From an optimization exercise on the open Yosys and OpenROAD flow, aimed at small area, a short achievable clock period and few clock cycles; shortcuts taken in it are not production practice.
RTL that was checked went through simulation tests only; none was proved equivalent to the original.
No functional check of the RTL was part of runs 5 to 7.
In every run shown here, the design's own scripts or RTL, not TritonCTS, make the clock network.
The flow treats the clock pin as an ideal source. Dropping or thinning the clock tree relies on that and would not hold on a real chip.
Power is estimated from default activity; no workload was simulated.

===== design.v =====
`timescale 1ns/10ps
module ELA(clk, rst, in_data, data_rd, req, wen, addr, data_wr, done);
	input				clk;
	input				rst;
	input		[7:0]	in_data;
	input		[7:0]	data_rd;
	output				req;
	output	reg			wen;
	output	reg	[9:0]	addr;
	output	reg	[7:0]	data_wr;
	output	reg			done;
	reg			main, vld, nreq;
	assign req = ~nreq;
	reg			s0, s1, s2;
	reg	[4:0]	k;
	reg	[3:0]	j;
	reg	[7:0]	xr, v, yr, p, q;
	reg	[8:0]	dreg, bd;
	reg	[7:0]	sreg, bs;
	wire [7:0] yn = ~yr;
	wire [7:0] sp = xr ^ yr;	 
	wire [7:0] ep = xr ^ yn;	 
	reg [7:0] sg, sq, eg, eq;	 
	integer l, i, t;
	always @(*) begin
		sg = xr & yr;
		sq = sp;
		eg = xr & yn;
		eq = ep;
		for (l = 0; l < 3; l = l + 1)
			for (i = 0; i < 8; i = i + 1)
				if ((i >> l) & 1) begin
					t = ((i >> (l + 1)) << (l + 1)) + (1 << l) - 1;
					sg[i] = sg[i] | (sq[i] & sg[t]);
					sq[i] = sq[i] & sq[t];
					eg[i] = eg[i] | (eq[i] & eg[t]);
					eq[i] = eq[i] & eq[t];
				end
	end
	wire [8:0] sum = {sg[7], sp ^ {sg[6:0], 1'b0}};
	wire [8:0] e = {eg[7], ep ^ {eg[6:0], 1'b0}};
	wire [7:0] m = e[8] ? e[7:0] : ~e[7:0];
	wire [10:0] cmp = {2'b00, dreg[7:0], 1'b1} + {~bd[8], ~bd, dreg[8]};
	wire lt = cmp[10];
	wire [8:0] dm1 = dreg[8] ? {1'b0, dreg[7:0]} : {1'b0, dreg[7:0]} - 9'd1;
	wire edge_col = (k == 5'd1) || (k == 5'd2);
	wire upd = s1 | (lt & ~edge_col & (s2 | s0));
	wire [4:0] k1 = k + 5'd1;
	always @(posedge clk) begin
		dreg <= {e[8], m};
		sreg <= sum[8:1];
		if (upd) begin
			bd <= dm1;
			bs <= sreg;
		end
		if (s0) begin
			xr <= v;
			v <= xr;
		end else if (s1)
			xr <= data_rd;
		if (s0)
			yr <= data_wr;
		else if (s1)
			yr <= q;
		else
			yr <= p;
		if (s1) begin
			p <= yr;
			q <= p;
		end
		data_wr <= s1 ? bs : in_data;
		addr[4:0] <= s1 ? k - 5'd2 : k;
		addr[5] <= s1;
		if (!main)
			addr[9:6] <= 4'd0;
		else if (s2)
			addr[9:6] <= j + 4'd1;
		else if (s1 && k[4:1] == 4'd0)
			addr[9:6] <= j - 4'd1;
		else
			addr[9:6] <= j;
	end
	always @(posedge clk or posedge rst) begin
		if (rst) begin
			main <= 1'b0;
			vld <= 1'b0;
			s0 <= 1'b0;
			s1 <= 1'b0;
			s2 <= 1'b0;
			k <= 5'd0;
			j <= 4'd0;
			nreq <= 1'b0;
			wen <= 1'b0;
			done <= 1'b0;
		end else if (done) begin
			nreq <= 1'b1;
			wen <= 1'b0;
		end else if (!main) begin
			vld <= ~nreq;
			if (vld) k <= k1;
			wen <= vld;
			if (vld && k == 5'd31) begin
				main <= 1'b1;
				s2 <= 1'b1;
				nreq <= 1'b1;
			end
		end else begin
			s0 <= s2;
			s1 <= s0;
			s2 <= s1;
			nreq <= ~s0;
			if (s1) begin
				k <= k1;
				if (k == 5'd31) j <= j + 4'd1;
			end
			if (s2) begin
				wen <= (j != 4'd15);
				if (j == 4'd15 && k == 5'd2) begin
					done <= 1'b1;
					main <= 1'b0;
					wen <= 1'b0;
				end
			end else
				wen <= s1;
		end
	end
endmodule

===== flow/run.sh =====
#!/bin/bash
# Own layout flow: the standard ORFS flow (standard.sh), except that
# - the clock tree is built by flow/cts.tcl, a copy of ORFS's cts.tcl whose
#   TritonCTS call is replaced by one level of clock buffers fed by the clock
#   port (manual_clock_tree there);
# - flow/env.sh may set MAKEVARS, extra ORFS variables for the steps after
#   synthesis. Synthesis is the standard one, unchanged.
# Every tool's output goes to a log in this folder.
set -euo pipefail
W=$(pwd)
rm -rf "$W/scripts"
cp -r "$FLOW_HOME/scripts" "$W/scripts"
cp "$W/flow/cts.tcl" "$W/scripts/cts.tcl"
export SCRIPTS_DIR="$W/scripts"
export CLKTREE_NBUF=4
export CLKTREE_BUF=sky130_fd_sc_hd__clkbuf_16
MAKEVARS=()
if [ -f "$W/flow/env.sh" ]; then source "$W/flow/env.sh"; fi
bash standard.sh synth > "$W/flow_synth.log" 2>&1
for step in floorplan place cts finish; do
  bash standard.sh "${MAKEVARS[@]}" $step > "$W/flow_$step.log" 2>&1
done
test -s "$W/out/final.def"

===== flow/cts.tcl =====
utl::set_metrics_stage "cts__{}"
source $::env(SCRIPTS_DIR)/load.tcl
source $::env(SCRIPTS_DIR)/lec_check.tcl
erase_non_stage_variables cts
load_design 3_place.odb 3_place.sdc
source_step_tcl PRE CTS

# Clone clock tree inverters next to register loads
# so cts does not try to buffer the inverted clocks.
repair_clock_inverters

proc save_progress { stage } {
  puts "Run 'make gui_$stage.odb' to load progress snapshot"
  orfs_write_db $::env(RESULTS_DIR)/$stage.odb
  orfs_write_sdc $::env(RESULTS_DIR)/$stage.sdc
}

# Run CTS
set cts_args [list \
  -sink_clustering_enable \
  -repair_clock_nets]

append_env_var cts_args CTS_BUF_DISTANCE -distance_between_buffers 1
append_env_var cts_args CTS_CLUSTER_SIZE -sink_clustering_size 1
append_env_var cts_args CTS_CLUSTER_DIAMETER -sink_clustering_max_diameter 1
append_env_var cts_args CTS_BUF_LIST -buf_list 1
append_env_var cts_args CTS_LIB_NAME -library 1


if { [env_var_exists_and_non_empty CTS_ARGS] } {
  set cts_args $::env(CTS_ARGS)
}

set_dont_use $::env(DONT_USE_CELLS)

proc kmeans_groups { pts nb } {
  set xs [lsort -real [lmap p $pts {lindex $p 0}]]
  set ys [lsort -real [lmap p $pts {lindex $p 1}]]
  set x0 [lindex $xs 0]; set x1 [lindex $xs end]
  set y0 [lindex $ys 0]; set y1 [lindex $ys end]
  set cent {}
  set side [expr {int(ceil(sqrt($nb)))}]
  set rows [expr {int(ceil(double($nb) / $side))}]
  for {set i 0} {$i < $nb} {incr i} {
    set cx [expr {$i % $side}]; set cy [expr {$i / $side}]
    lappend cent [list [expr {$x0 + ($cx + 0.5) / $side * ($x1 - $x0)}] [expr {$y0 + ($cy + 0.5) / $rows * ($y1 - $y0)}]]
  }
  # balanced k-means: no group takes more than its share of the points
  set cap [expr {int(ceil(double([llength $pts]) / $nb))}]
  for {set iter 0} {$iter < 40} {incr iter} {
    set pairs {}
    set n 0
    foreach p $pts {
      for {set i 0} {$i < $nb} {incr i} {
        set c [lindex $cent $i]
        lappend pairs [list [expr {abs([lindex $p 0] - [lindex $c 0]) + abs([lindex $p 1] - [lindex $c 1])}] $n $i]
      }
      incr n
    }
    set grp [lrepeat $nb {}]
    set cnt [lrepeat $nb 0]
    set done [lrepeat [llength $pts] 0]
    foreach pr [lsort -real -index 0 $pairs] {
      lassign $pr d n i
      if {[lindex $done $n] || [lindex $cnt $i] >= $cap} { continue }
      lset done $n 1
      lset cnt $i [expr {[lindex $cnt $i] + 1}]
      lset grp $i [concat [lindex $grp $i] [list [lindex $pts $n]]]
    }
    set newc {}
    for {set i 0} {$i < $nb} {incr i} {
      set g [lindex $grp $i]
      if {[llength $g] == 0} { lappend newc [lindex $cent $i]; continue }
      set sx 0; set sy 0
      foreach p $g { set sx [expr {$sx + [lindex $p 0]}]; set sy [expr {$sy + [lindex $p 1]}] }
      lappend newc [list [expr {double($sx) / [llength $g]}] [expr {double($sy) / [llength $g]}]]
    }
    set cent $newc
  }
  return [list $grp $cent]
}

# Drive each group of iterms (points {x y iterm}) from a new buffer of
# master bufname placed at the group's centre, fed by net src; returns the
# buffers' input points.
proc buffer_groups { grp cent bufname src prefix } {
  set block [ord::get_db_block]
  set master [[ord::get_db] findMaster $bufname]
  set ins {}
  for {set i 0} {$i < [llength $grp]} {incr i} {
    set g [lindex $grp $i]
    if {[llength $g] == 0} { continue }
    set inst [odb::dbInst_create $block $master ${prefix}$i]
    set net [odb::dbNet_create $block clknet_${prefix}$i]
    $net setSigType CLOCK
    foreach p $g { set it [lindex $p 2]; $it disconnect; $it connect $net }
    set c [lindex $cent $i]
    set x [expr {int([lindex $c 0]) - [$master getWidth] / 2}]
    set y [expr {int([lindex $c 1]) - [$master getHeight] / 2}]
    $inst setLocation $x $y
    $inst setPlacementStatus PLACED
    [$inst findITerm A] connect $src
    [$inst findITerm X] connect $net
    lappend ins [list [lindex $c 0] [lindex $c 1] [$inst findITerm A]]
    puts "clock buffer ${prefix}$i ($bufname) drives [llength $g] pins"
  }
  return $ins
}

proc manual_clock_tree { } {
  set block [ord::get_db_block]
  set clknet [[$block findBTerm clk] getNet]
  set pts {}
  foreach it [$clknet getITerms] {
    set b [[$it getInst] getBBox]
    lappend pts [list [expr {([$b xMin] + [$b xMax]) / 2.0}] [expr {([$b yMin] + [$b yMax]) / 2.0}] $it]
  }
  if {[info exists ::env(CLKTREE_LEAF)] && $::env(CLKTREE_LEAF) ne ""} {
    lassign [kmeans_groups $pts $::env(CLKTREE_NLEAF)] grp cent
    set pts [buffer_groups $grp $cent $::env(CLKTREE_LEAF) $clknet clkleaf_]
  }
  lassign [kmeans_groups $pts $::env(CLKTREE_NBUF)] grp cent
  buffer_groups $grp $cent $::env(CLKTREE_BUF) $clknet clkroot_
  set_propagated_clock [all_clocks]
}
manual_clock_tree

utl::push_metrics_stage "cts__{}__pre_repair_timing"
log_cmd estimate_parasitics -placement
if { $::env(DETAILED_METRICS) } {
  report_metrics 4 "cts pre-repair-timing"
}
utl::pop_metrics_stage

set_placement_padding -global \
  -left $::env(CELL_PAD_IN_SITES_DETAIL_PLACEMENT) \
  -right $::env(CELL_PAD_IN_SITES_DETAIL_PLACEMENT)

set result [catch { detailed_placement } msg]
if { $result != 0 } {
  save_progress 4_1_error
  error "Detailed placement failed in CTS: $msg"
}

log_cmd estimate_parasitics -placement

if { $::env(CTS_SNAPSHOTS) } {
  save_progress 4_1_pre_repair_hold_setup
}

if { !$::env(SKIP_CTS_REPAIR_TIMING) } {
  if { $::env(EQUIVALENCE_CHECK) } {
    write_eqy_verilog 4_before_rsz.v
  }
  if { $::env(LEC_CHECK) } {
    write_lec_verilog 4_before_rsz_lec.v
  }

  repair_timing_helper

  if { $::env(EQUIVALENCE_CHECK) } {
    run_equivalence_test
  }
  if { $::env(LEC_CHECK) } {
    write_lec_verilog 4_after_rsz_lec.v
    run_lec_test 4_rsz 4_before_rsz_lec.v 4_after_rsz_lec.v
  }

  set result [catch { detailed_placement } msg]
  if { $result != 0 } {
    save_progress 4_1_error
    error "Detailed placement failed in CTS: $msg"
  }

  check_placement -verbose
}

report_metrics 4 "cts final"

source_step_tcl POST CTS

orfs_write_db $::env(RESULTS_DIR)/4_1_cts.odb
orfs_write_sdc $::env(RESULTS_DIR)/4_cts.sdc

===== flow/env.sh =====
export BUFFER_PORTS_ARGS="-buffer_cell sky130_fd_sc_hd__buf_2"

===== standard.sh =====
#!/bin/bash
# synth_recipe.tcl (not shown) runs the flow's synth.tcl, then flattens the netlist and writes it again
# the make line also repeats each setting of config.mk as NAME=value (left out here)
make -C /OpenROAD-flow-scripts/flow DESIGN_CONFIG=/design/flow/config.mk WORK_HOME=/design/flow/orfs CLKGATE_MAP_FILE= SYNTH_SCRIPT=/design/flow/synth_recipe.tcl "${@:-finish}"

===== config.mk =====
export PLATFORM = sky130hd
export DESIGN_NAME = ELA
export DESIGN_NICKNAME = ELA
export VERILOG_FILES = /design/flow/design.v
export SDC_FILE = /design/flow/constraint.sdc
export NUM_CORES = 8
export LEC_CHECK = 0
export CAP_MARGIN = 20
export CORE_MARGIN = 2
export CORE_UTILIZATION = 40
export SETUP_SLACK_MARGIN = 3.1
export SLEW_MARGIN = 20

===== constraint.sdc =====
create_clock -name core_clock -period 5.0 [get_ports {clk}]
set_input_delay 1.0000 -clock core_clock [delete_from_list [all_inputs] [get_ports {clk}]]
set_output_delay 1.0000 -clock core_clock [all_outputs]
set_load 0.01 [all_outputs]

==> results of run 1 <==
==> per-stage QoR <==
step	util	hold slack [ps]	instance area [sq um]	total power [mW]
after floorplan	-	386	4730	1.17
after global placement	0.441	387	5060	1.22
after detailed placement	0.441	389	5060	1.22
after CTS	0.460	414	5270	1.61
after global routing	0.463	419	5310	1.68
final	0.463	414	5310	1.60
==> Yosys cell counts (11+ instances only) <==
master	n	area, sq um
ha_1	32	400
o21ai_0	14	70.1
mux2i_1	11	110
edfxtp_1	49	1470
dfxtp_1	43	861
a21oi_1	16	80.1
xnor2_1	22	193
dfrtp_1	17	425
nand2_1	21	78.8
inv_1	35	131
nor2_1	14	52.6
mux2_2	19	214
xor2_1	11	96.3
==> report_power, final <==
group | switching (mW) | internal (mW)
clock | 0.216 | 0.148
sequential | 0.0304 | 1.01
combinational | 0.102 | 0.0947
total | 0.348 | 1.25
==> per-layer routing <==
metal	up-vias	track usage
met3	8	0.0119
met1	1265	0.183
met4	0	0.0138
met5	-	0
met2	41	0.206
li1	1352	-
==> worst register-to-register path: cells and delay by family, from the launching register on <==
family | cells | cell delay (ps)
adder cells (fa/ha/maj) | 3 | 910
AO/OA/AOI/OAI | 2 | 410
XOR/XNOR | 2 | 270
flip-flops | 1 | 400
==> timing repair <==
item                       in CTS  in global routing
buffers inserted                7                  0
gates resized for setup         8                 10
pin swaps                      13                 13
hold buffers                    0                  0
setup endpoints to repair      29                 33
==> flip-flops by register name, summed over array words and instances (netlist names), 4 cells and up <==
signal   cells
addr        10
bd           9
dreg         9
bs           8
data_wr      8
p            8
q            8
sreg         8
v            8
xr           8
yr           8
k            5
j            4
==> cells by family after synthesis <==
kind of cell | Yosys count | synth area share
AO/OA/AOI/OAI | 51 | 0.0704
XOR/XNOR | 33 | 0.0614
adder cells (fa/ha/maj) | 38 | 0.110
buffers and inverters | 50 | 0.0409
flip-flops | 109 | 0.585
multiplexers | 30 | 0.0688
AND/OR/NAND/NOR | 61 | 0.0627
==> placed cells by master (no fill, tap or decap), types with 3 or more instances in the layout <==
cell type / n
nand2_1: 21
a211oi_1: 3
dfrtp_1: 14
nand2b_1: 4
dfxtp_1: 41
fa_2: 4
buf_2: 38
mux2_2: 19
edfxtp_1: 49
o21ai_0: 13
xor2_1: 11
nor3_1: 6
dfrtp_2: 3
inv_1: 35
ha_1: 31
mux2i_1: 11
nor4_1: 3
xnor2_1: 20
buf_4: 7
nor2_1: 14
clkbuf_16: 4
a21oi_1: 14
==> worst max path at each step <==
stage / cells after the start / end / startpoint
after global routing: 6 / dreg[4] / xr[0]
final: 7 / dreg[5] / xr[0]
after CTS: 6 / dreg[4] / xr[0]
after detailed placement: 7 / dreg[4] / xr[0]
after global placement: 7 / dreg[3] / xr[0]
after floorplan: 6 / dreg[4] / xr[0]
==> final cells by class <==
type | count | area [sq um] | area share
buffer | 4 | 100 | 0.0189
inverter | 36 | 135 | 0.0255
multi-input combinational | 213 | 1850 | 0.348
sequential | 109 | 2760 | 0.521
tap | 143 | 179 | 0.0337
timing repair buffer | 47 | 283 | 0.0533
==> run notes, run 1 <==
- Cell Rows: 39
- Tot GR Track Use: 0.124
- Placed cells: 541
- Vias per inst: 4.83
- Hold EP: bs[6]
- Critical Path Source Type: flop
- CP max FO: 2
- Worst Path Buf+Inv: 0
- Routed wl met2: 3500 um
- Average cell area after synthesis: 12.7 sq um
- Final Hold Vio Count: 0
- Initial antenna violation count: 0
- Max Cap Violations: 0
- FF+latch count, synth: 109
- Drt pass-1 iters: 4
- Synth Instances: 372
- Initial DRC Count: 117
- Wire length per cell: 13.9 um
- Horiz. Die Dim: 113 um
- Highest Signal Layer: met4
- Slew Viols, Final: 0
- VDD IR-drop max: 0.240 mV
- Ys Warns: 1
- Port Buffer Count: 38
- Critical Path, Cell by Cell: ha_2 > fa_2 > a21o_1 > a21o_2 > fa_2 > xnor2_2 > xnor2_1
- Leakage power: 2.23 nW
- Kind of critical path: reg -> reg
- Setup TNS Final: 0 ps
- N_diodes: 0
- Cell depth of the worst flop-to-flop path: 7
- Vias in the first global route: 2666
- Layout Nets: 467
- Hold Crit Depth: 0
- Largest net degree at the start of global routing: 37
- Share of layout cells above drive strength 1: 0.237
- WP data arrival: 2170 ps
- Final Setup Violations: 0
- Worst r2r dst: dreg[5]
- Post-synthesis sequential area ratio: 0.585
- Pwr per Cell Area: 301 mW/mm^2
- Min Tclk post-route: 2100 ps
- Most used cell, CP: fa_2
- Asr flop ratio synth: 0.156
- Pre-CTS setup slack: 2810 ps
- Min-delay worst type: reg -> reg
- Initial Util: 0.411
- CTS clk-pin slew, worst paths: 100 ps
- Fillers: 1033
- IO Pins: 39
- Layout area overhead: 12.7%
- Max Clock Freq: 0.477 GHz
- Routed wire length on met3: 282 um
- Outcome: no timing/DRC/antenna violations
- Met1 wire length: 3800 um
- Nature of the critical path endpoint: flop
- DRC viols: 0
- Die area: 0.0127 sq mm
- Worst-Skew Late Latency: 160 ps
- Most common flop cell mapped by yosys: edfxtp_1
- Skew final: 8.64 ps
- Final cell count without fillers: 552
- PnR worst setup slack: 2900 ps
- EDFF count, synth: 49
- R2R Path Start: xr[0]
- Slew headroom: 0.545
- First-pass GRT wire length: 13300 um
- Dpl hpwl: 5470 um
- Slowest cell on the critical path: edfxtp_1
- CORE AREA: 0.0115 sq mm
- Mapped Area: 0.00471 sq mm
- RSZ-0062 raised after global routing: yes
- DRT Wirelength: 7670 um
- Die H: 113 um
- Total gr overflow: 0
- Post-synthesis net count: 428
- ANT nets after route: 0
- Hold wc startpoint: sreg[6]
- Max incr delay on CP: 400 ps
- CP top delay family: adder cells
- Period utilization: 0.420
- Yosys cell types: 44
- CP Data Required Time: 5070 ps
- Reg2Reg Setup Slack: 2900 ps
- Final RePlAce weighted congestion: 0.764
- Via count: 2666
- Actual slew at the worst max-slew pin: 682 ps
Testbench counts, summed over its fixed seeds: cycles 47,392.
==> inputs of run 2 (changes only) <==
--- a/config.mk
+++ b/config.mk
@@ -8,5 +8,5 @@
 export CAP_MARGIN = 20
 export CORE_MARGIN = 2
 export CORE_UTILIZATION = 40
-export SETUP_SLACK_MARGIN = 3.1
+export SETUP_SLACK_MARGIN = 2.9
 export SLEW_MARGIN = 20
==> run 2 against run 1 <==
Compared with the run above: final cell count fell by 0.36%; critical path depth did not move; clock skew fell by 3.9 ps; combinational power fell by 5%; worst hold slack got worse by 1.6 ps.
==> run notes, run 2 <==
- Outcome: no timing/DRC/antenna violations
- Synth top area share: 0.312 (unchanged)
- Drt pass-1 iters: 6 (+2)
- Largest net degree at the start of global routing: 37 (unchanged)
- DRC viols: 0 (unchanged)
- Synth Instances: 372 (unchanged)
- Port Buffer Count: 38 (unchanged)
- Mapped Area: 0.00471 sq mm (unchanged)
- EDFF count, synth: 49 (unchanged)
- Placed cells: 541 (unchanged)
- Complex-gate fraction of the synthesized area: 0.0704 (unchanged)
- Die area: 0.0127 sq mm (unchanged)
- First-pass GRT wire length: 13000 um (-2.1%)
- Max Clock Freq: 0.477 GHz (about the same)
- Vias in the first global route: 2674 (+0.30%)
- Post-synth top area cell: edfxtp_1
- Routed wire length on met3: 240 um (-15%)
- Kind of critical path: reg -> reg
- Met1 wire length: 3740 um (-1.6%)
- Actual slew at the worst max-slew pin: 666 ps (-16.1 ps)
- Layout Nets: 465 (-0.43%)
- CP max FO: 2 (unchanged)
- Via count: 2651 (-0.56%)
- Synth Area in XOR/XNOR: 0.0614 (unchanged)
- Wire length per cell: 14.2 um (+2.0%)
- IO Pins: 39 (unchanged)
- Worst-Skew Late Latency: 160 ps (about the same)
- Synth Area in Adders: 0.110 (unchanged)
- N_diodes: 0 (unchanged)
- DRT Wirelength: 7790 um (+1.6%)
- Pre-CTS setup slack: 2760 ps (-51.8 ps)
- Main combinational cell family by area after synthesis: adder cells
- Initial antenna violation count: 0 (unchanged)
- Average cell area after synthesis: 12.7 sq um (unchanged)
- Asr flop ratio synth: 0.156 (unchanged)
- Initial Util: 0.411 (unchanged)
- Pwr per Cell Area: 302 mW/mm^2 (+0.43%)
- CP Data Required Time: 5060 ps (about the same)
- Leakage power: 2.23 nW (-0.36%)
- WP data arrival: 2160 ps (about the same)
- Simple logic cell fraction of the synthesized area: 0.0627 (unchanged)
- Vias per inst: 4.82 (-0.20%)
- Total gr overflow: 0 (unchanged)
- Slew headroom: 0.556 (+0.0107)
- Slew Viols, Final: 0 (unchanged)
- Synth area leaders: edfxtp_1 31%, dfxtp_1 18%, dfrtp_1 9.0%
- Min-delay worst type: reg -> reg
- Final Hold Vio Count: 0 (unchanged)
- Min Tclk post-route: 2100 ps (-0.950 ps)
- ANT nets after route: 0 (unchanged)
- Tot GR Track Use: 0.121 (-0.00289)
- Final RePlAce weighted congestion: 0.759 (-0.68%)
- Nature of the critical path endpoint: flop
- Max reg flops: 10 (unchanged)
- Period utilization: 0.419 (about the same)
- Final Power: 1.59 mW (-0.25%)
- Ys Warns: 1 (unchanged)
- Critical Path Source Type: flop
- Die H: 113 um (unchanged)
- Initial DRC Count: 95 (-19%)
- Area after DPL: 0.00504 sq mm (-0.25%)
- Setup TNS Final: 0 ps (unchanged)
- Cell Rows: 39 (unchanged)
- Routed wl met2: 3710 um (+5.9%)
- Most flop-heavy register: addr
- Final cell count without fillers: 550 (-0.36%)
- Count leader, synth: edfxtp_1
- CTS clk-pin slew, worst paths: 100 ps (about the same)
- Most common flop cell mapped by yosys: edfxtp_1
- VDD IR-drop max: 0.155 mV (-35%)
- Horiz. Die Dim: 113 um (unchanged)
- Most frequent cells in the layout: 49 x edfxtp_1, 42 x dfxtp_1, 38 x buf_2
- Fillers: 1032 (-0.097%)
- RSZ-0062 raised after global routing: yes
- Top Registers: addr (10), bd (9), dreg (9)
- Commonest non-fill, non-tap cell in the layout: edfxtp_1
- Post-synthesis sequential area ratio: 0.585 (unchanged)
- Post-route cell area: 0.00527 sq mm (-0.68%)
- CORE AREA: 0.0115 sq mm (unchanged)
- Highest Signal Layer: met4
- Final Setup Violations: 0 (unchanged)
- Top post-synthesis cells by count: 49 x edfxtp_1, 43 x dfxtp_1, 35 x inv_1
- Mux cell area share after synthesis: 0.0688 (unchanged)
- Dpl hpwl: 5370 um (-1.8%)
- Share of layout cells above drive strength 1: 0.216 (-0.0209)
- FF+latch count, synth: 109 (unchanged)
- PnR worst setup slack: 2900 ps (+0.950 ps)
- Yosys cell types: 44 (unchanged)
- Skew final: 4.76 ps (-3.88 ps)
- Post-synthesis net count: 428 (unchanged)
- Layout area overhead: 11.9%
- Max Cap Violations: 0 (unchanged)
-- run 2: layout make-up --
type                       count  area, sq um  share of cell area
inverter                      36          135              0.0256
timing repair buffer          45          272              0.0515
tap                          143          179              0.0339
sequential                   109         2760               0.523
multi-input combinational    213         1830               0.346
buffer                         4          100              0.0190
-- run 2: where the power goes --
group	switching [mW]	internal (mW)	total [mW]
clock	0.220	0.148	0.369
sequential	0.0312	1.01	1.04
combinational	0.0984	0.0882	0.187
-- run 2: worst paths after layout --
path	startpoint	endpoint	slack [ps]	depth (start not counted)
setup / recovery	xr[0]	dreg[5]	2900	7
min in group asynchronous	rst	main	910	2
hold / removal	sreg[3]	bs[3]	410	0
hold reg to reg	sreg[3]	bs[3]	410	0
max in group asynchronous	rst	s1	3630	2
setup reg to reg	xr[0]	dreg[5]	2900	7
-- run 2: metal layers --
| layer | track usage | up-vias |
|---|---|---|
| li1 | - | 1337 |
| met1 | 0.172 | 1270 |
| met2 | 0.208 | 37 |
| met3 | 0.0119 | 7 |
| met4 | 0.0154 | 0 |
| met5 | 0 | - |
-- run 2: stage by stage --
step | hold WS, ps | util
CTS | 414 | 0.454
finish | 412 | 0.460
global route | 424 | 0.460
floorplan | 386 | -
global placement | 389 | 0.440
detailed placement | 389 | 0.440
-- run 2: what timing repair did --
item / 4_1_cts / 5_1_grt
gates resized for setup: 5 / 8
hold buffers: 0 / 0
buffers inserted: 4 / 1
pin swaps: 7 / 11
endpoints found under the setup margin: 24 / 28
-- run 2: kinds of logic after synthesis --
group,Yosys count
flip-flops,109
buffers and inverters,50
XOR/XNOR,33
multiplexers,30
AO/OA/AOI/OAI,51
adder cells (fa/ha/maj),38
AND/OR/NAND/NOR,61
-- run 2: critical path, stage by stage (launching register included) --
cell and delay (ps):
edfxtp_1 420, ha_2 210, fa_2 340, a21o_1 190, a21o_2 200, fa_2 360, xnor2_2 150, xnor2_1 130
==> inputs of run 3 (changes only) <==
--- a/config.mk
+++ b/config.mk
@@ -8,5 +8,5 @@
 export CAP_MARGIN = 20
 export CORE_MARGIN = 2
 export CORE_UTILIZATION = 40
-export SETUP_SLACK_MARGIN = 2.9
+export SETUP_SLACK_MARGIN = 3.0
 export SLEW_MARGIN = 20
==> run 3 against run 2 <==
Compared with the run above: via count is 0.64% lower; sequential share of layout area is 0.31 points lower; core utilization is 0.27 points higher; first-iteration DRC count is 6.3% higher; highest routed layer unchanged.
==> run notes, run 3 <==
- Most flop-heavy register: addr
- CP Data Required Time: 5060 ps (about the same)
- Synth top area share: 0.312 (unchanged)
- Max reg flops: 10 (unchanged)
- Top post-synthesis cells by count: 49 x edfxtp_1, 43 x dfxtp_1, 35 x inv_1
- Share of layout cells above drive strength 1: 0.231 (+0.0144)
- R2R Path Start: xr[0]
- Synth area leaders: edfxtp_1 31%, dfxtp_1 18%, dfrtp_1 9.0%
- Fillers: 1021 (-1.1%)
- Outcome: no timing/DRC/antenna violations
- Hold Worst Slack: 412 ps (-0.825 ps)
- Port Buffer Count: 38 (unchanged)
- VDD IR-drop max: 0.243 mV (+57%)
- Most frequent cells in the layout: 49 x edfxtp_1, 42 x dfxtp_1, 38 x buf_2
- Cell depth of the worst flop-to-flop path: 7 (unchanged)
- WP data arrival: 2120 ps (-40 ps)
- RSZ-0062 raised after global routing: yes
- N_diodes: 0 (unchanged)
- Layout Nets: 470 (+1.1%)
- Most common flop cell mapped by yosys: edfxtp_1
- Dpl hpwl: 5440 um (+1.1%)
- Final RePlAce weighted congestion: 0.752 (-0.86%)
- Reg2Reg Setup Slack: 2940 ps (+40 ps)
- Mapped Area: 0.00471 sq mm (unchanged)
- EDFF count, synth: 49 (unchanged)
- Via count: 2634 (-0.64%)
- CORE AREA: 0.0115 sq mm (unchanged)
- Die H: 113 um (unchanged)
- Placed cells: 541 (unchanged)
- Leakage power: 2.24 nW (+0.74%)
- Asr flop ratio synth: 0.156 (unchanged)
- Sequential cell area: 0.00276 sq mm (unchanged)
- ANT nets after route: 0 (unchanged)
- Critical Path Source Type: flop
- Post-synthesis net count: 428 (unchanged)
- Final Hold Vio Count: 0 (unchanged)
- Initial Util: 0.411 (unchanged)
- Die area: 0.0127 sq mm (unchanged)
- CTS clk-pin slew, worst paths: 100 ps (about the same)
- Nature of the critical path endpoint: flop
- Horiz. Die Dim: 113 um (unchanged)
- Vias per inst: 4.75 (-1.5%)
- Critical Path, Cell by Cell: ha_2 > fa_2 > a21o_1 > a21o_2 > fa_2 > xnor2_2 > xnor2_1
- Hold Crit Depth: 0 (unchanged)
- Tot GR Track Use: 0.120 (-0.00106)
- CP max FO: 2 (unchanged)
- Average cell area after synthesis: 12.7 sq um (unchanged)
- Cell Rows: 39 (unchanged)
- Hold EP: bs[2]
- Hold-fix buffers, CTS: 0 (unchanged)
- Area after DPL: 0.00505 sq mm (about the same)
- Vias in the first global route: 2677 (+0.11%)
- IO Pins: 39 (unchanged)
- Slew headroom: 0.560 (+0.00405)
- Min Tclk post-route: 2060 ps (-39.6 ps)
- Period utilization: 0.411 (-0.00792)
- Slew Viols, Final: 0 (unchanged)
- Ys Warns: 1 (unchanged)
- Kind of critical path: reg -> reg
- Final cell count without fillers: 555 (+0.91%)
- Initial antenna violation count: 0 (unchanged)
- DRC viols: 0 (unchanged)
- Most used cell, CP: fa_2
- Worst-Skew Late Latency: 160 ps (about the same)
- Slowest cell on the critical path: edfxtp_1
- Post-route cell area: 0.00530 sq mm (+0.59%)
- Hold wc startpoint: sreg[2]
- Yosys cell types: 44 (unchanged)
- Max Clock Freq: 0.486 GHz (+1.9%)
- Worst r2r dst: dreg[5]
- Pwr per Cell Area: 298 mW/mm^2 (-1.1%)
- Actual slew at the worst max-slew pin: 659 ps (-6.07 ps)
- Wire length per cell: 13.7 um (-3.2%)
- Max Cap Violations: 0 (unchanged)
- Setup TNS Final: 0 ps (unchanged)
- Count leader, synth: edfxtp_1
- DRT Wirelength: 7610 um (-2.3%)
- Top Registers: addr (10), bd (9), dreg (9)
- Post-synthesis sequential area ratio: 0.585 (unchanged)
- Footprint of the multi-input gates: 0.00182 sq mm (-0.14%)
- FF+latch count, synth: 109 (unchanged)
- Layout area overhead: 12.6%
- Drt pass-1 iters: 4 (-2)
- Commonest non-fill, non-tap cell in the layout: edfxtp_1
- Skew final: 6.41 ps (+1.64 ps)
- Largest net degree at the start of global routing: 37 (unchanged)
- Min-delay worst type: reg -> reg
- Initial DRC Count: 101 (+6.3%)
- First-pass GRT wire length: 12900 um (-0.75%)
- Max incr delay on CP: 400 ps (-20 ps)
- Total gr overflow: 0 (unchanged)
- Post-synth top area cell: edfxtp_1
- Final Setup Violations: 0 (unchanged)
- Synth Instances: 372 (unchanged)
[run 3: power breakdown]
| group | internal, mW | leakage, nW | switching (mW) |
|---|---|---|---|
| Combinational | 0.0892 | 1.15 | 0.0988 |
| Sequential | 1.01 | 1.04 | 0.0294 |
| Clock | 0.148 | 0.0493 | 0.213 |
[run 3: cell type report]
cell class / count / area share
Sequential cell: 109 / 0.520
Buffer: 4 / 0.0189
Multi-Input combinational cell: 213 / 0.344
Timing Repair Buffer: 50 / 0.0576
Inverter: 36 / 0.0255
Tap cell: 143 / 0.0337
[run 3: stage by stage]
step | worst slack, ps | power (mW) | utilization
4_1_cts | 2880 | 1.60 | 0.459
3_5_place_dp | 2710 | 1.22 | 0.440
3_3_place_gp | 2770 | 1.21 | 0.440
5_1_grt | 2850 | 1.66 | 0.463
2_1_floorplan | 2960 | 1.16 | -
6_report | 2940 | 1.58 | 0.463
[run 3: kinds of logic (layout without fill, tap and decap cells)]
group	after synthesis	after routing	share of synthesized area
buffers and inverters	50	90	0.0409
multiplexers	30	30	0.0688
AO/OA/AOI/OAI	51	51	0.0704
adder cells (fa/ha/maj)	38	38	0.110
AND/OR/NAND/NOR	61	61	0.0627
flip-flops	109	109	0.585
XOR/XNOR	33	33	0.0614
[run 3: metal layers]
metal / part of all wire / GRT usage
met1: 0.48 / 0.161
met2: 0.48 / 0.218
met3: 0.029 / 0.0124
met4: 0.011 / 0.0122
met5: 0 / 0
[run 3: how the worst max path moves through the flow]
stage / from / to / depth (start not counted)
2_1_floorplan: xr[0] / dreg[4] / 6
4_1_cts: xr[0] / dreg[0] / 8
3_5_place_dp: dreg[0] / bs[7] / 6
5_1_grt: xr[0] / dreg[0] / 8
3_3_place_gp: k[0] / bs[4] / 5
6_report: xr[0] / dreg[5] / 7
[run 3: worst max-delay path: cells and delay by family (launching register included)]
kind            cells  cell delay, ps
fa+ha+maj           3             870
compound gates      2             410
flops               1             400
xor+xnor            2             270
[run 3: repair_timing]
item | in CTS | in global routing
setup buffers | 6 | 4
endpoints found under the setup margin | 26 | 14
pin swaps | 9 | 5
resized for setup | 8 | 3
==> inputs of run 4 (changes only) <==
--- a/config.mk
+++ b/config.mk
@@ -7,6 +7,6 @@
 export LEC_CHECK = 0
 export CAP_MARGIN = 20
 export CORE_MARGIN = 2
-export CORE_UTILIZATION = 40
+export CORE_UTILIZATION = 30
 export SETUP_SLACK_MARGIN = 3.0
 export SLEW_MARGIN = 20
==> run 4 against run 3 <==
Compared with the run above: via count is 2.2% higher; core utilization is 11 points lower; highest routed layer unchanged; sequential power hardly changed; sequential share of layout area is 0.88 points lower; largest cell class unchanged; critical endpoint unchanged.
==> run notes, run 4 <==
- Most flop-heavy register: addr
- DRT Wirelength: 7850 um (+3.1%)
- Asr flop ratio synth: 0.156 (unchanged)
- First-pass GRT wire length: 12900 um (+0.16%)
- Critical Path Source Type: flop
- Synth Instances: 372 (unchanged)
- Cell Rows: 45 (+15%)
- GRT busiest layer: met2
- Min-delay worst type: reg -> reg
- Initial Util: 0.309 (-0.102)
- Footprint of the multi-input gates: 0.00184 sq mm (+0.96%)
- Final RePlAce weighted congestion: 0.777 (+3.2%)
- Worst r2r dst: dreg[5]
- N_diodes: 0 (unchanged)
- Met1 capacity usage during global routing: 0.125 (-0.0369)
- EDFF count, synth: 49 (unchanged)
- Min Tclk post-route: 2090 ps (+32.4 ps)
- Final Hold Vio Count: 0 (unchanged)
- FF+latch count, synth: 109 (unchanged)
- Max Clock Freq: 0.479 GHz (-1.5%)
- Max Cap Violations: 0 (unchanged)
- Most frequent cells in the layout: 49 x edfxtp_1, 42 x dfxtp_1, 38 x buf_2
- Layout area overhead: 14.5%
- Placed cells: 609 (+13%)
- M3 GR Usage: 0.00991 (-0.00251)
- Crit path capture: dreg[5]
- Post-synthesis sequential area ratio: 0.585 (unchanged)
- Count leader, synth: edfxtp_1
- DRC viols: 0 (unchanged)
- Tot GR Track Use: 0.0926 (-0.0274)
- Top Registers: addr (10), bd (9), dreg (9)
- Top post-synthesis cells by count: 49 x edfxtp_1, 43 x dfxtp_1, 35 x inv_1
- Horiz. Die Dim: 129 um (+15%)
- Port Buffer Count: 38 (unchanged)
- Worst Setup SP: xr[0]
- Leakage power: 2.24 nW (-0.20%)
- RSZ-0062 raised after global routing: yes
- Slew headroom: 0.558 (-0.00228)
- Outcome: no timing/DRC/antenna violations
- Final Setup Violations: 0 (unchanged)
- WP data arrival: 2160 ps (+40 ps)
- Reg2Reg Setup Slack: 2910 ps (-30 ps)
- Actual slew at the worst max-slew pin: 663 ps (+3.41 ps)
- IO Pins: 39 (unchanged)
- R2R Path Start: xr[0]
- Dpl hpwl: 5580 um (+2.7%)
- Setup TNS Final: 0 ps (unchanged)
- Most common flop cell mapped by yosys: edfxtp_1
- Vias in the first global route: 2643 (-1.3%)
- Skew final: 11.3 ps (+4.86 ps)
- Initial antenna violation count: 0 (unchanged)
- Initial DRC Count: 92 (-8.9%)
- Hold-fix buffers, CTS: 0 (unchanged)
- Commonest non-fill, non-tap cell in the layout: edfxtp_1
- Final cell count without fillers: 621 (+12%)
- CP Data Required Time: 5070 ps (about the same)
- Wire length per cell: 12.6 um (-7.9%)
- Die area: 0.0167 sq mm (+32%)
- Nature of the critical path endpoint: flop
- Synth top area share: 0.312 (unchanged)
- Average cell area after synthesis: 12.7 sq um (unchanged)
- Sequential cell area: 0.00276 sq mm (unchanged)
- Drt pass-1 iters: 5 (+1)
- Share of layout cells above drive strength 1: 0.232 (+0.00112)
- Post-synth top area cell: edfxtp_1
- M2 GR Usage: 0.168 (-0.0499)
- CTS clk-pin slew, worst paths: 110 ps (about the same)
- VDD IR-drop max: 0.261 mV (+7.4%)
- Final Util: 0.354 (-0.109)
- Synth area leaders: edfxtp_1 31%, dfxtp_1 18%, dfrtp_1 9.0%
- Period utilization: 0.418 (+0.00648)
- CP max FO: 2 (unchanged)
- Slew Viols, Final: 0 (unchanged)
- Kind of critical path: reg -> reg
- Yosys cell types: 44 (unchanged)
- Pre-CTS setup slack: 2750 ps (+38.2 ps)
- Layout Nets: 468 (-0.43%)
- Worst-Skew Late Latency: 170 ps (about the same)
- Die H: 129 um (+15%)
- Cell depth of the worst flop-to-flop path: 7 (unchanged)
- Mapped Area: 0.00471 sq mm (unchanged)
- Largest net degree at the start of global routing: 47 (+27%)
- Max reg flops: 10 (unchanged)
- ANT nets after route: 0 (unchanged)
- Fillers: 1481 (+45%)
- CORE AREA: 0.0153 sq mm (+33%)
- Post-synthesis net count: 428 (unchanged)
- Total gr overflow: 0 (unchanged)
- Via count: 2691 (+2.2%)
- PnR worst setup slack: 2910 ps (-32.4 ps)
- Vias per inst: 4.33 (-8.7%)
- Pwr per Cell Area: 296 mW/mm^2 (-0.99%)
- Ys Warns: 1 (unchanged)
run 4: repair_timing:
action / in CTS / in global routing
pin swaps: 7 / 9
buffers inserted: 7 / 1
gates resized for setup: 7 / 9
endpoints found under the setup margin: 26 / 16
run 4: critical path, cell delays in order (launching register included):
cell and delay (ps):
edfxtp_1 420, ha_2 190, fa_2 350, a21o_1 190, a21o_2 220, fa_2 350, xnor2_2 150, xnor2_1 130
run 4: worst min path at each step:
stage | from | end | cells after the start
floorplan | sreg[0] | bs[0] | 0
global placement | sreg[6] | bs[6] | 0
detailed placement | sreg[6] | bs[6] | 0
CTS | sreg[6] | bs[6] | 0
global route | sreg[6] | bs[6] | 0
finish | sreg[6] | bs[6] | 0
run 4: area by class of cell:
| class | count | share of cell area |
|---|---|---|
| repair buffers | 48 | 0.0545 |
| flip-flops and latches | 109 | 0.512 |
| multi-input cells | 213 | 0.341 |
| inverters | 36 | 0.0250 |
| plain buffers | 4 | 0.0186 |
| well taps | 211 | 0.0489 |
run 4: routing by layer:
metal  vias up  wire length (um)
met4         0                59
met5         -                 0
met2        40              3830
met1      1303              3650
li1       1343                 -
met3         5               303
run 4: where the power goes:
| part | switching (mW) | internal, mW | total, mW | leakage (nW) |
|---|---|---|---|---|
| clock network | 0.218 | 0.148 | 0.366 | 0.0493 |
| registers | 0.0310 | 1.01 | 1.04 | 1.04 |
| logic | 0.0987 | 0.0932 | 0.192 | 1.15 |
| total | 0.348 | 1.25 | 1.59 | 2.24 |
run 4: through the flow:
step / hold slack, ps / total power, mW / cell area [sq um]
floorplan: 386 / 1.16 / 4720
global placement: 390 / 1.21 / 5130
detailed placement: 390 / 1.22 / 5130
CTS: 414 / 1.61 / 5350
global route: 421 / 1.67 / 5400
finish: 413 / 1.59 / 5400
run 4: logic make-up (layout without fill, tap and decap cells):
kind of cell               Yosys count  in the layout  synth area share
DFF                                109            109             0.585
adders and majority gates           38             38             0.110
AOI/OAI and AO/OA                   51             51            0.0704
muxes                               30             30            0.0688
xor gates and xnor gates            33             33            0.0614
and+or+nand+nor                     61             61            0.0627
buffers and inverters               50             88            0.0409
==> inputs of run 5 (changes only) <==
--- a/design.v
+++ b/design.v
@@ -39,15 +39,14 @@
 	end
 	wire [8:0] sum = {sg[7], sp ^ {sg[6:0], 1'b0}};
 	wire [8:0] e = {eg[7], ep ^ {eg[6:0], 1'b0}};
-	wire [7:0] m = e[8] ? e[7:0] : ~e[7:0];
-	wire [10:0] cmp = {2'b00, dreg[7:0], 1'b1} + {~bd[8], ~bd, dreg[8]};
-	wire lt = cmp[10];
-	wire [8:0] dm1 = dreg[8] ? {1'b0, dreg[7:0]} : {1'b0, dreg[7:0]} - 9'd1;
+	wire [7:0] de = dreg[7:0];
+	wire lt = ~bd[8] & (dreg[8] ? (de < bd[7:0]) : (de >= ~bd[7:0]));
+	wire [8:0] dm1 = dreg[8] ? {1'b0, de} : 9'd254 - {1'b0, de};
 	wire edge_col = (k == 5'd1) || (k == 5'd2);
 	wire upd = s1 | (lt & ~edge_col & (s2 | s0));
 	wire [4:0] k1 = k + 5'd1;
 	always @(posedge clk) begin
-		dreg <= {e[8], m};
+		dreg <= e;
 		sreg <= sum[8:1];
 		if (upd) begin
 			bd <= dm1;
--- a/config.mk
+++ b/config.mk
@@ -7,6 +7,6 @@
 export LEC_CHECK = 0
 export CAP_MARGIN = 20
 export CORE_MARGIN = 2
-export CORE_UTILIZATION = 30
-export SETUP_SLACK_MARGIN = 3.0
+export CORE_UTILIZATION = 40
+export SETUP_SLACK_MARGIN = 3.2
 export SLEW_MARGIN = 20
==> run 5 against run 4 <==
Compared with the run above: still clean on timing, DRC and antenna; sequential power hardly changed; area after synthesis is 2.1% higher; first-iteration DRC count is 43% higher; largest power group unchanged; critical path type unchanged; total power is 2.5% higher; combinational power is 27% higher.
==> run notes, run 5 <==
- Clock share of power: 0.221 (-0.009)
- Commonest non-fill, non-tap cell in the layout: edfxtp_1
- Top Registers: addr (10), bd (9), dreg (9)
- Post-synthesis sequential area ratio: 0.573 (-0.0120)
- EDFF count, synth: 49 (unchanged)
- Layout area overhead: 15.3%
- Min-delay worst type: reg -> reg
- Worst-Skew Late Latency: 170 ps (about the same)
- R2R Path Start: bd[5]
- Critical Path Source Type: flop
- DRC viols: 0 (unchanged)
- Total gr overflow: 0 (unchanged)
- Most frequent cells in the layout: 49 x edfxtp_1, 40 x dfxtp_1, 38 x inv_1, 38 x buf_2, 34 x ha_1
- Largest net degree at the start of global routing: 37 (-21%)
- Leakage power: 2.37 nW (+5.7%)
- Kind of critical path: reg -> reg
- Placed cells: 561 (-7.9%)
- Synth Instances: 384 (+3.2%)
- Fillers: 1052 (-29%)
- Sequential cell area: 0.00277 sq mm (+0.36%)
- IO Pins: 39 (unchanged)
- ANT nets after route: 0 (unchanged)
- Dpl hpwl: 5470 um (-2.0%)
- Setup TNS Final: 0 ps (unchanged)
- CTS clk-pin slew, worst paths: 100 ps (about the same)
- Synth area leaders: edfxtp_1 31%, dfxtp_1 18%, ha_1 10%
- Horiz. Die Dim: 114 um (-12%)
- Count leader, synth: edfxtp_1
- Slew Viols, Final: 0 (unchanged)
- Slew headroom: 0.566 (+0.00875)
- DRT Wirelength: 8220 um (+4.7%)
- Port Buffer Count: 38 (unchanged)
- Asr flop ratio synth: 0.156 (unchanged)
- Top post-synthesis cells by count: 49 x edfxtp_1, 43 x dfxtp_1, 41 x inv_1
- Max Clock Freq: 0.443 GHz (-7.4%)
- Worst Path Buf+Inv: 3 (+3)
- Most common flop cell mapped by yosys: edfxtp_1
- WP data arrival: 2150 ps (about the same)
- Actual slew at the worst max-slew pin: 650 ps (-13.1 ps)
- Hold wc startpoint: sreg[2]
- FF+latch count, synth: 109 (unchanged)
- Worst r2r dst: bd[1]
- Critical Path, Cell by Cell: inv_2 > ha_4 > or4_4 > a21oi_2 > a211oi_2 > a211oi_4 > buf_6 > clkbuf_16
- Initial Util: 0.405 (+0.0968)
- Most flop-heavy register: addr
- CP Data Required Time: 4890 ps (-180 ps)
- Synth top area share: 0.306 (-0.00642)
- Final RePlAce weighted congestion: 0.831 (+7.0%)
- Layout Nets: 496 (+6.0%)
- Initial antenna violation count: 0 (unchanged)
- CP max FO: 8 (+6)
- Die H: 114 um (-12%)
- Max incr delay on CP: 520 ps (+100 ps)
- Outcome: no timing/DRC/antenna violations
- Skew final: 10.7 ps (-0.597 ps)
- CP top delay family: simple AND/OR/NAND/NOR gates
- Cell depth of the worst flop-to-flop path: 8 (+1)
- Die area: 0.0129 sq mm (-23%)
- Final Setup Violations: 0 (unchanged)
- Post-synth top area cell: edfxtp_1
- Post-synthesis net count: 448 (+4.7%)
- Final Hold Vio Count: 0 (unchanged)
- CORE AREA: 0.0119 sq mm (-22%)
- VDD IR-drop max: 0.213 mV (-18%)
- First-pass GRT wire length: 13300 um (+2.8%)
- Average cell area after synthesis: 12.5 sq um (-1.1%)
- Hold EP: bs[2]
- RSZ-0062 raised after global routing: yes
- Hold Crit Depth: 0 (unchanged)
- Cell Rows: 40 (-11%)
- Period utilization: 0.451 (+0.0332)
- Via count: 2840 (+5.5%)
- Wire length per cell: 14.2 um (+13%)
- Ys Warns: 1 (unchanged)
- Sw Ratio: 0.222 (+0.00375)
- N_diodes: 0 (unchanged)
- Int Power: 1.27 mW (+2.0%)
- Drt pass-1 iters: 4 (-1)
- Footprint of the multi-input gates: 0.00197 sq mm (+7.1%)
- Final cell count without fillers: 577 (-7.1%)
- P_sw: 0.362 mW (+4.2%)
- Max reg flops: 10 (unchanged)
- Vias per inst: 4.92 (+14%)
- Pwr per Cell Area: 295 mW/mm^2 (-0.33%)
- Initial DRC Count: 132 (+43%)
- Max Cap Violations: 0 (unchanged)
- Nature of the critical path endpoint: flop
- Reg2Reg Setup Slack: 2740 ps (-170 ps)
- Mapped Area: 0.00481 sq mm (+2.1%)
- Combinational share of power: 0.149 (+0.029)
- Tot GR Track Use: 0.123 (+0.0302)
- Yosys cell types: 50 (+14%)
- Slowest cell on the critical path: or4_4
- Vias in the first global route: 2825 (+6.9%)
- Share of layout cells above drive strength 1: 0.256 (+0.0241)
- Min Tclk post-route: 2260 ps (+166 ps)
- Seq pwr share: 0.630 (-0.020)
[run 5: how the worst max path moves through the flow]
stage	endpoint	slack [ps]	startpoint	cells after the start
4_1_cts	bs[6]	2770	bd[4]	7
3_5_place_dp	bs[2]	2400	bd[4]	6
2_1_floorplan	bd[0]	2700	bd[5]	6
3_3_place_gp	bs[1]	2410	bd[5]	6
6_report	bd[1]	2740	bd[5]	8
5_1_grt	bd[8]	2670	bd[5]	8
[run 5: power groups by stage]
stage	clock [mW]	sequential [mW]	combinational, mW
after floorplan	0	1.04	0.123
after global placement	0	1.05	0.161
after detailed placement	0	1.05	0.165
after CTS	0.374	1.03	0.183
after global routing	0.404	1.03	0.270
final	0.360	1.03	0.244
[run 5: per-layer routing]
layer,global-route usage,part of all wire,vias up
met3,0.00903,0.028,10
met2,0.221,0.50,39
met5,0,0,-
met1,0.170,0.46,1378
li1,-,-,1413
met4,0.0114,0.013,0
[run 5: worst register-to-register path, stage by stage (launching register included)]
cell and delay [ps]:
edfxtp_1 420, inv_2 110, ha_4 220, or4_4 520
a21oi_2 140, a211oi_2 100, a211oi_4 190, buf_6 150
clkbuf_16 150
[run 5: area by class of cell]
type | count | area share
tap | 147 | 0.0332
multi-input combinational | 223 | 0.356
inverter | 42 | 0.0284
timing repair buffer | 52 | 0.0652
sequential | 109 | 0.499
buffer | 4 | 0.0180
[run 5: logic make-up (layout without fill, tap and decap cells)]
family / after synthesis / after routing / synth area share
flops: 109 / 109 / 0.573
simple gates: 67 / 67 / 0.0689
compound gates: 56 / 56 / 0.0752
buf+inv: 52 / 98 / 0.0424
fa+ha+maj: 46 / 46 / 0.129
mux: 29 / 29 / 0.0656
xor+xnor: 25 / 25 / 0.0455
[run 5: timing repair]
action,CTS,global route
resized for setup,12,22
gates cloned,0,2
endpoints found under the setup margin,38,34
setup buffers,4,6
pin swaps,9,10
hold buffers,0,0
[run 5: through the flow]
step	util	area [sq um]	setup slack, ps	hold WS [ps]	power (mW)
after floorplan	-	4820	2700	386	1.16
after global placement	0.436	5170	2410	387	1.21
after detailed placement	0.436	5170	2400	390	1.21
after CTS	0.451	5350	2770	415	1.58
after global routing	0.468	5550	2670	426	1.71
final	0.468	5550	2740	405	1.63
==> inputs of run 6 (changes only) <==
--- a/config.mk
+++ b/config.mk
@@ -8,5 +8,5 @@
 export CAP_MARGIN = 20
 export CORE_MARGIN = 2
 export CORE_UTILIZATION = 40
-export SETUP_SLACK_MARGIN = 3.2
+export SETUP_SLACK_MARGIN = 3.4
 export SLEW_MARGIN = 20
==> run 6 against run 5 <==
Compared with the run above: via count is 1.0% higher; total power decreased by 0.58%; critical endpoint is now bs[3]; sequential cell count did not move; synthesized cell count unchanged.
==> run notes, run 6 <==
- Mapped Area: 0.00481 sq mm (unchanged)
- PnR worst setup slack: 2770 ps (+23.0 ps)
- Post-synthesis sequential area ratio: 0.573 (unchanged)
- Final RePlAce weighted congestion: 0.854 (+2.8%)
- Cell Rows: 40 (unchanged)
- EDFF count, synth: 49 (unchanged)
- ANT nets after route: 0 (unchanged)
- Kind of critical path: reg -> reg
- Final Util: 0.487 (+0.0194)
- IO Pins: 39 (unchanged)
- Port Buffer Count: 38 (unchanged)
- Via count: 2869 (+1.0%)
- Synth top area share: 0.306 (unchanged)
- Skew final: 9.34 ps (-1.33 ps)
- Synth area leaders: edfxtp_1 31%, dfxtp_1 18%, ha_1 10%
- Top Registers: addr (10), bd (9), dreg (9)
- Hold Crit Depth: 0 (unchanged)
- Reg2Reg Setup Slack: 2770 ps (+20 ps)
- Sequential cell area: 0.00279 sq mm (+0.59%)
- Average cell area after synthesis: 12.5 sq um (unchanged)
- VDD IR-drop max: 0.187 mV (-12%)
- N_diodes: 0 (unchanged)
- Die H: 114 um (unchanged)
- FF+latch count, synth: 109 (unchanged)
- Share of layout cells above drive strength 1: 0.313 (+0.0571)
- CORE AREA: 0.0119 sq mm (unchanged)
- DRC viols: 0 (unchanged)
- Top post-synthesis cells by count: 49 x edfxtp_1, 43 x dfxtp_1, 41 x inv_1
- CP Data Required Time: 4890 ps (about the same)
- Yosys cell types: 50 (unchanged)
- Pre-CTS setup slack: 2340 ps (-54.3 ps)
- Stages on worst setup path: 8 (unchanged)
- Nature of the critical path endpoint: flop
- Max Cap Violations: 0 (unchanged)
- Slew Viols, Final: 0 (unchanged)
- Slowest cell on the critical path: or4_4
- Layout Nets: 507 (+2.2%)
- Vias per inst: 4.88 (-0.87%)
- Commonest non-fill, non-tap cell in the layout: edfxtp_1
- Slew headroom: 0.550 (-0.0163)
- Horiz. Die Dim: 114 um (unchanged)
- Fillers: 1051 (-0.095%)
- Tot GR Track Use: 0.129 (+0.00670)
- Final Hold Vio Count: 0 (unchanged)
- Period utilization: 0.446 (-0.00461)
- Drt pass-1 iters: 4 (unchanged)
- Pwr per Cell Area: 281 mW/mm^2 (-4.5%)
- Critical Path, Cell by Cell: inv_1 > ha_1 > or4_4 > a21oi_2 > a211oi_2 > a211oi_4 > buf_6 > clkbuf_16
- Worst r2r dst: bs[3]
- Min-delay worst type: reg -> reg
- Count leader, synth: edfxtp_1
- Vias in the first global route: 2893 (+2.4%)
- CTS clk-pin slew, worst paths: 100 ps (about the same)
- Worst Path Buf+Inv: 3 (unchanged)
- Post-synth top area cell: edfxtp_1
- Critical Path Source Type: flop
- Most flop-heavy register: addr
- Hold EP: bs[3]
- Total gr overflow: 0 (unchanged)
- Ys Warns: 1 (unchanged)
- Initial antenna violation count: 0 (unchanged)
- Asr flop ratio synth: 0.156 (unchanged)
- R2R Path Start: bd[4]
- CP max FO: 8 (unchanged)
- Min Tclk post-route: 2230 ps (-23.0 ps)
- Footprint of the multi-input gates: 0.00201 sq mm (+1.6%)
- Final Setup Violations: 0 (unchanged)
- CP top delay family: simple AND/OR/NAND/NOR gates
- Die area: 0.0129 sq mm (unchanged)
- RSZ-0062 raised after global routing: yes
- First-pass GRT wire length: 14000 um (+5.2%)
- Max Clock Freq: 0.448 GHz (+1.0%)
- Dpl hpwl: 5380 um (-1.7%)
- Initial Util: 0.405 (unchanged)
- Cell depth of the worst flop-to-flop path: 8 (unchanged)
- WP data arrival: 2120 ps (-30 ps)
- Layout area overhead: 20.1%
- Most frequent cells in the layout: 49 x edfxtp_1, 37 x inv_1, 35 x ha_1
- Wire length per cell: 14.5 um (+1.9%)
- Actual slew at the worst max-slew pin: 674 ps (+24.4 ps)
- Hold wc startpoint: sreg[3]
- Leakage power: 2.43 nW (+2.9%)
- Worst-Skew Late Latency: 160 ps (about the same)
- Most common flop cell mapped by yosys: edfxtp_1
- Max incr delay on CP: 520 ps (about the same)
- Post-synthesis net count: 448 (unchanged)
- Outcome: no timing/DRC/antenna violations
- DRT Wirelength: 8530 um (+3.9%)
- Largest net degree at the start of global routing: 37 (unchanged)
- Setup TNS Final: 0 ps (unchanged)
- Max reg flops: 10 (unchanged)
- Synth Instances: 384 (unchanged)
- Initial DRC Count: 106 (-20%)
## run 6: cell counts after synthesis
Identical to the previous run, type by type.
## run 6: cells by family after synthesis
kind of cell / after synthesis / share of synthesized area
XOR/XNOR: 25 / 0.0455
adder cells (fa/ha/maj): 46 / 0.129
flip-flops: 109 / 0.573
AND/OR/NAND/NOR: 67 / 0.0689
multiplexers: 29 / 0.0656
buffers and inverters: 52 / 0.0424
AO/OA/AOI/OAI: 56 / 0.0752
## run 6: report_power, final
part	total (mW)	leakage, nW	switching [mW]	internal [mW]
clock	0.358	0.0493	0.210	0.148
combinational	0.238	1.35	0.110	0.128
sequential	1.03	1.03	0.0338	0.995
## run 6: routing by layer
layer	wire length (um)	global-route usage	up-vias
li1	-	-	1428
met5	0	0	-
met4	155	0.0154	0
met3	234	0.00956	13
met1	3840	0.174	1396
met2	4310	0.237	32
## run 6: final cells by class
class,instances,share of cell area
Tap cell,147,0.0318
Sequential cell,109,0.482
Multi-Input combinational cell,223,0.347
Inverter,42,0.0273
Buffer,4,0.0173
Timing Repair Buffer,63,0.0940
## run 6: repair_timing
item | CTS | global route
endpoints found under the hold margin | 0 | 0
gates resized for setup | 31 | 33
pin swaps | 3 | 12
setup buffers | 15 | 7
hold buffers | 0 | 0
setup endpoints to repair | 87 | 59
cloned | 0 | 2
## run 6: per-stage QoR
step                instance area (sq um)  hold slack [ps]  power (mW)  instances
detailed placement                   5180              390        1.21        560
finish                               5780              411        1.62        588
global route                         5780              424        1.71        588
global placement                     5180              387        1.21        560
CTS                                  5540              414        1.59        579
floorplan                            4840              386        1.16        384
## run 6: how the worst max path moves through the flow
stage                     slack (ps)  endpoint   from
after floorplan                 2700     bd[0]  bd[5]
after global placement          2370     bs[1]  bd[5]
after detailed placement        2340     bs[6]  bd[5]
after CTS                       2770     bs[2]  bd[4]
after global routing            2720     bs[5]  bd[5]
final                           2770     bs[3]  bd[4]
==> inputs of run 7 (changes only) <==
--- a/design.v
+++ b/design.v
@@ -40,8 +40,10 @@
 	wire [8:0] sum = {sg[7], sp ^ {sg[6:0], 1'b0}};
 	wire [8:0] e = {eg[7], ep ^ {eg[6:0], 1'b0}};
 	wire [7:0] de = dreg[7:0];
-	wire lt = ~bd[8] & (dreg[8] ? (de < bd[7:0]) : (de >= ~bd[7:0]));
-	wire [8:0] dm1 = dreg[8] ? {1'b0, de} : 9'd254 - {1'b0, de};
+	wire [10:0] cmp1 = {2'b00, de, 1'b1} + {~bd[8], ~bd, 1'b1};
+	wire [10:0] cmp0 = {2'b00, ~de, 1'b1} + {~bd[8], ~bd, 1'b0};
+	wire lt = dreg[8] ? cmp1[10] : cmp0[10];
+	wire [8:0] dm1 = dreg[8] ? {1'b0, de} : {1'b0, ~de} - 9'd1;
 	wire edge_col = (k == 5'd1) || (k == 5'd2);
 	wire upd = s1 | (lt & ~edge_col & (s2 | s0));
 	wire [4:0] k1 = k + 5'd1;
--- a/config.mk
+++ b/config.mk
@@ -8,5 +8,5 @@
 export CAP_MARGIN = 20
 export CORE_MARGIN = 2
 export CORE_UTILIZATION = 40
-export SETUP_SLACK_MARGIN = 3.4
+export SETUP_SLACK_MARGIN = 3.0
 export SLEW_MARGIN = 20
==> run 7 against run 6 <==
Compared with the run above: largest power group unchanged; sequential cell count did not move; total power rose by 0.92%; combinational power rose by 5%; area after synthesis rose by 0.16%; register-to-register slack improved by 200 ps; design area fell by 4.0%; worst setup slack improved by 200 ps; die area rose by 0.15%; wire length fell by 2.4%; first-iteration DRC count rose by 12%.
==> run notes, run 7 <==
- Hold Crit Depth: 0 (unchanged)
- Hold-fix buffers, CTS: 0 (unchanged)
- Nature of the critical path endpoint: flop
- Clock share of power: 0.225 (+0.005)
- IO Pins: 39 (unchanged)
- Initial DRC Count: 119 (+12%)
- Layout area overhead: 15.1%
- Sw Ratio: 0.228 (+0.0106)
- Slew headroom: 0.568 (+0.0179)
- Max Cap Violations: 0 (unchanged)
- Most frequent cells in the layout: 49 x edfxtp_1, 38 x buf_2, 37 x inv_1, 37 x dfxtp_1, 30 x ha_1
- Initial antenna violation count: 0 (unchanged)
- Count leader, synth: edfxtp_1
- CTS clk-pin slew, worst paths: 100 ps (about the same)
- DRC viols: 0 (unchanged)
- WP data arrival: 1960 ps (-160 ps)
- Final Hold Vio Count: 0 (unchanged)
- Share of layout cells above drive strength 1: 0.265 (-0.0479)
- Combinational share of power: 0.152 (+0.006)
- Pwr per Cell Area: 296 mW/mm^2 (+5.1%)
- Reg2Reg Setup Slack: 2970 ps (+200 ps)
- FF+latch count, synth: 109 (unchanged)
- Critical Path, Cell by Cell: inv_1 > ha_1 > nand2_1 > a211oi_2 > nor4_2 > a311o_2 > clkbuf_16
- Actual slew at the worst max-slew pin: 647 ps (-26.8 ps)
- Max Clock Freq: 0.493 GHz (+10%)
- Most flop-heavy register: addr
- Ys Warns: 1 (unchanged)
- Synth area leaders: edfxtp_1 31%, dfxtp_1 18%, ha_1 9.9%
- Dpl hpwl: 5700 um (+5.9%)
- Footprint of the multi-input gates: 0.00200 sq mm (-0.25%)
- DRT Wirelength: 8330 um (-2.4%)
- Cell Rows: 40 (unchanged)
- Final RePlAce weighted congestion: 0.792 (-7.2%)
- Slew Viols, Final: 0 (unchanged)
- Outcome: no timing/DRC/antenna violations
- Critical Path Source Type: flop
- Mapped Area: 0.00482 sq mm (+0.16%)
- Max reg flops: 10 (unchanged)
- Post-synthesis net count: 451 (+0.67%)
- Asr flop ratio synth: 0.156 (unchanged)
- Slowest cell on the critical path: a311o_2
- Vias per inst: 4.87 (-0.17%)
- Post-synthesis sequential area ratio: 0.572 (-0.000894)
- Horiz. Die Dim: 114 um (about the same)
- Synth Instances: 389 (+1.3%)
- Via count: 2830 (-1.4%)
- Vias in the first global route: 2759 (-4.6%)
- Hold EP: bs[7]
- First-pass GRT wire length: 13300 um (-4.7%)
- Period utilization: 0.406 (-0.0405)
- Min Tclk post-route: 2030 ps (-203 ps)
- Area after DPL: 0.00517 sq mm (-0.17%)
- Largest net degree at the start of global routing: 37 (unchanged)
- Skew final: 10.6 ps (+1.28 ps)
- Kind of critical path: reg -> reg
- Int Power: 1.26 mW (-0.44%)
- Top Registers: addr (10), bd (9), dreg (9)
- Yosys cell types: 46 (-8.0%)
- VDD IR-drop max: 0.165 mV (-11%)
- Hold wc startpoint: sreg[7]
- Most common flop cell mapped by yosys: edfxtp_1
- Average cell area after synthesis: 12.4 sq um (-1.1%)
- EDFF count, synth: 49 (unchanged)
- Final Setup Violations: 0 (unchanged)
- Post-route cell area: 0.00555 sq mm (-4.0%)
- Post-synth top area cell: edfxtp_1
- Commonest non-fill, non-tap cell in the layout: edfxtp_1
- N_diodes: 0 (unchanged)
- Synth top area share: 0.305 (-0.000477)
- Leakage power: 2.32 nW (-4.6%)
- Drt pass-1 iters: 4 (unchanged)
- Wire length per cell: 14.3 um (-1.2%)
- Cell depth of the worst flop-to-flop path: 7 (-1)
- Sequential cell area: 0.00277 sq mm (-0.45%)
- Layout Nets: 498 (-1.8%)
- Setup TNS Final: 0 ps (unchanged)
- Initial Util: 0.406 (+0.000633)
- Max incr delay on CP: 430 ps (-90 ps)
- CORE AREA: 0.0119 sq mm (unchanged)
- Fillers: 1077 (+2.5%)
- Tot GR Track Use: 0.123 (-0.00667)
- Worst r2r dst: bd[0]
- Top post-synthesis cells by count: 49 x edfxtp_1, 44 x inv_1, 43 x dfxtp_1
- P_sw: 0.374 mW (+5.8%)
- CP max FO: 8 (unchanged)
- Die area: 0.0129 sq mm (+0.15%)
- CP Data Required Time: 4930 ps (+40 ps)
- Seq pwr share: 0.623 (-0.011)
- Min-delay worst type: reg -> reg
- Die H: 114 um (about the same)
- RSZ-0062 raised after global routing: yes
- Port Buffer Count: 38 (unchanged)
- R2R Path Start: dreg[3]
- Worst-Skew Late Latency: 170 ps (about the same)
- Total gr overflow: 0 (unchanged)
- ANT nets after route: 0 (unchanged)
[run 7: cell types whose count changed after synthesis, sizes merged, moves of 3 or more]
cell and delta:
xnor2 +7, xor2 -7, nand2 +6, nor2b +4, nand3 -3, nor2 -3, nor4 +3, o21ai -3
[run 7: logic make-up after synthesis]
kind of cell / Yosys count / synth area share
adder cells (fa/ha/maj): 44 / 0.124
buffers and inverters: 54 / 0.0426
AND/OR/NAND/NOR: 75 / 0.0803
flip-flops: 109 / 0.572
XOR/XNOR: 25 / 0.0455
AO/OA/AOI/OAI: 53 / 0.0704
multiplexers: 29 / 0.0652
[run 7: critical path, delay by kind of cell, from the launching register on]
kind / cells / cell delay (ps)
adder cells (fa/ha/maj): 1 / 310
AND/OR/NAND/NOR: 2 / 160
flip-flops: 1 / 380
AO/OA/AOI/OAI: 2 / 670
buffers and inverters: 2 / 290
[run 7: layer usage]
layer / routed length (um) / global-route usage / up-vias
li1: - / - / 1424
met1: 4020 / 0.177 / 1370
met2: 4050 / 0.214 / 31
met3: 200 / 0.00850 / 5
met4: 64 / 0.00894 / 0
met5: 0 / 0 / -
[run 7: power by group through the flow]
stage | registers [mW] | clock network, mW | logic [mW]
global route | 1.03 | 0.418 | 0.275
finish | 1.02 | 0.369 | 0.249
detailed placement | 1.04 | 0 | 0.167
CTS | 1.02 | 0.390 | 0.190
floorplan | 1.03 | 0 | 0.122
global placement | 1.04 | 0 | 0.162
[run 7: stage by stage]
stage                     power, mW  hold WS (ps)  setup WS (ps)  cells   util
final                          1.64           413           2970    581  0.468
after CTS                      1.60           416           2970    573  0.449
after global routing           1.72           422           2890    581  0.468
after global placement         1.20           387           2840    566  0.436
after floorplan                1.15           386           3020    389      -
after detailed placement       1.21           389           2730    566  0.436
[run 7: area by class of cell]
type                       instances  share of cell area
sequential                       109               0.500
buffer                             4              0.0181
inverter                          44              0.0298
tap                              147              0.0332
timing repair buffer              51              0.0580
multi-input combinational        226               0.361
[run 7: timing repair]
item / 4_1_cts / 5_1_grt
gates cloned: 0 / 1
pin swaps: 2 / 7
setup endpoints to repair: 20 / 22
buffers inserted: 3 / 7
resized for setup: 8 / 31
[run 7: worst max-delay path by stage]
stage / start / endpoint / slack [ps]
finish: dreg[3] / bd[0] / 2970
global route: dreg[3] / bd[0] / 2890
CTS: dreg[6] / bs[6] / 2970
detailed placement: dreg[6] / bs[3] / 2730
global placement: dreg[6] / bs[4] / 2840
floorplan: dreg[6] / bd[0] / 3020

[afterwards: timing with drivers on the ports]
The results above use ideal ports. As a check the final layouts listed here were re-extracted and re-timed, cells and wires unchanged. Step 1 sets driving cells, clkbuf_16 on the clock port and buf_2 on the other inputs (assumed; they add their load-dependent delay and slew). Step 2 also shifts input and output timing later by t, the mid clock arrival at the registers, as if the neighbouring blocks saw the same clock. a / b / c = ideal ports / drivers / drivers and shift; a / b = the first two.
| run | t, ns | setup WS [ns] | hold slack, ns | latest minus earliest clock arrival (ns) | cell pins on the clock port's net |
|---|---|---|---|---|---|
| run 1 | 0.240 | 2.902 / 2.902 / 2.902 | 0.414 / 0.414 / 0.414 | 0.010 / 0.009 | 4 |
| run 2 | 0.240 | 2.903 / 2.903 / 2.903 | 0.412 / 0.412 / 0.412 | 0.005 / 0.004 | 4 |
| run 3 | 0.244 | 2.943 / 2.943 / 2.943 | 0.412 / 0.412 / 0.412 | 0.008 / 0.007 | 4 |
| run 4 | 0.244 | 2.911 / 2.911 / 2.911 | 0.413 / 0.413 / 0.413 | 0.013 / 0.012 | 4 |
| run 5 | 0.238 | 2.745 / 2.745 / 2.745 | 0.405 / 0.405 / 0.405 | 0.011 / 0.011 | 4 |
| run 6 | 0.244 | 2.768 / 2.768 / 2.768 | 0.411 / 0.411 / 0.411 | 0.010 / 0.010 | 4 |
| run 7 | 0.243 | 2.970 / 2.970 / 2.970 | 0.413 / 0.413 / 0.413 | 0.012 / 0.012 | 4 |
After both steps every run listed still meets setup and hold.
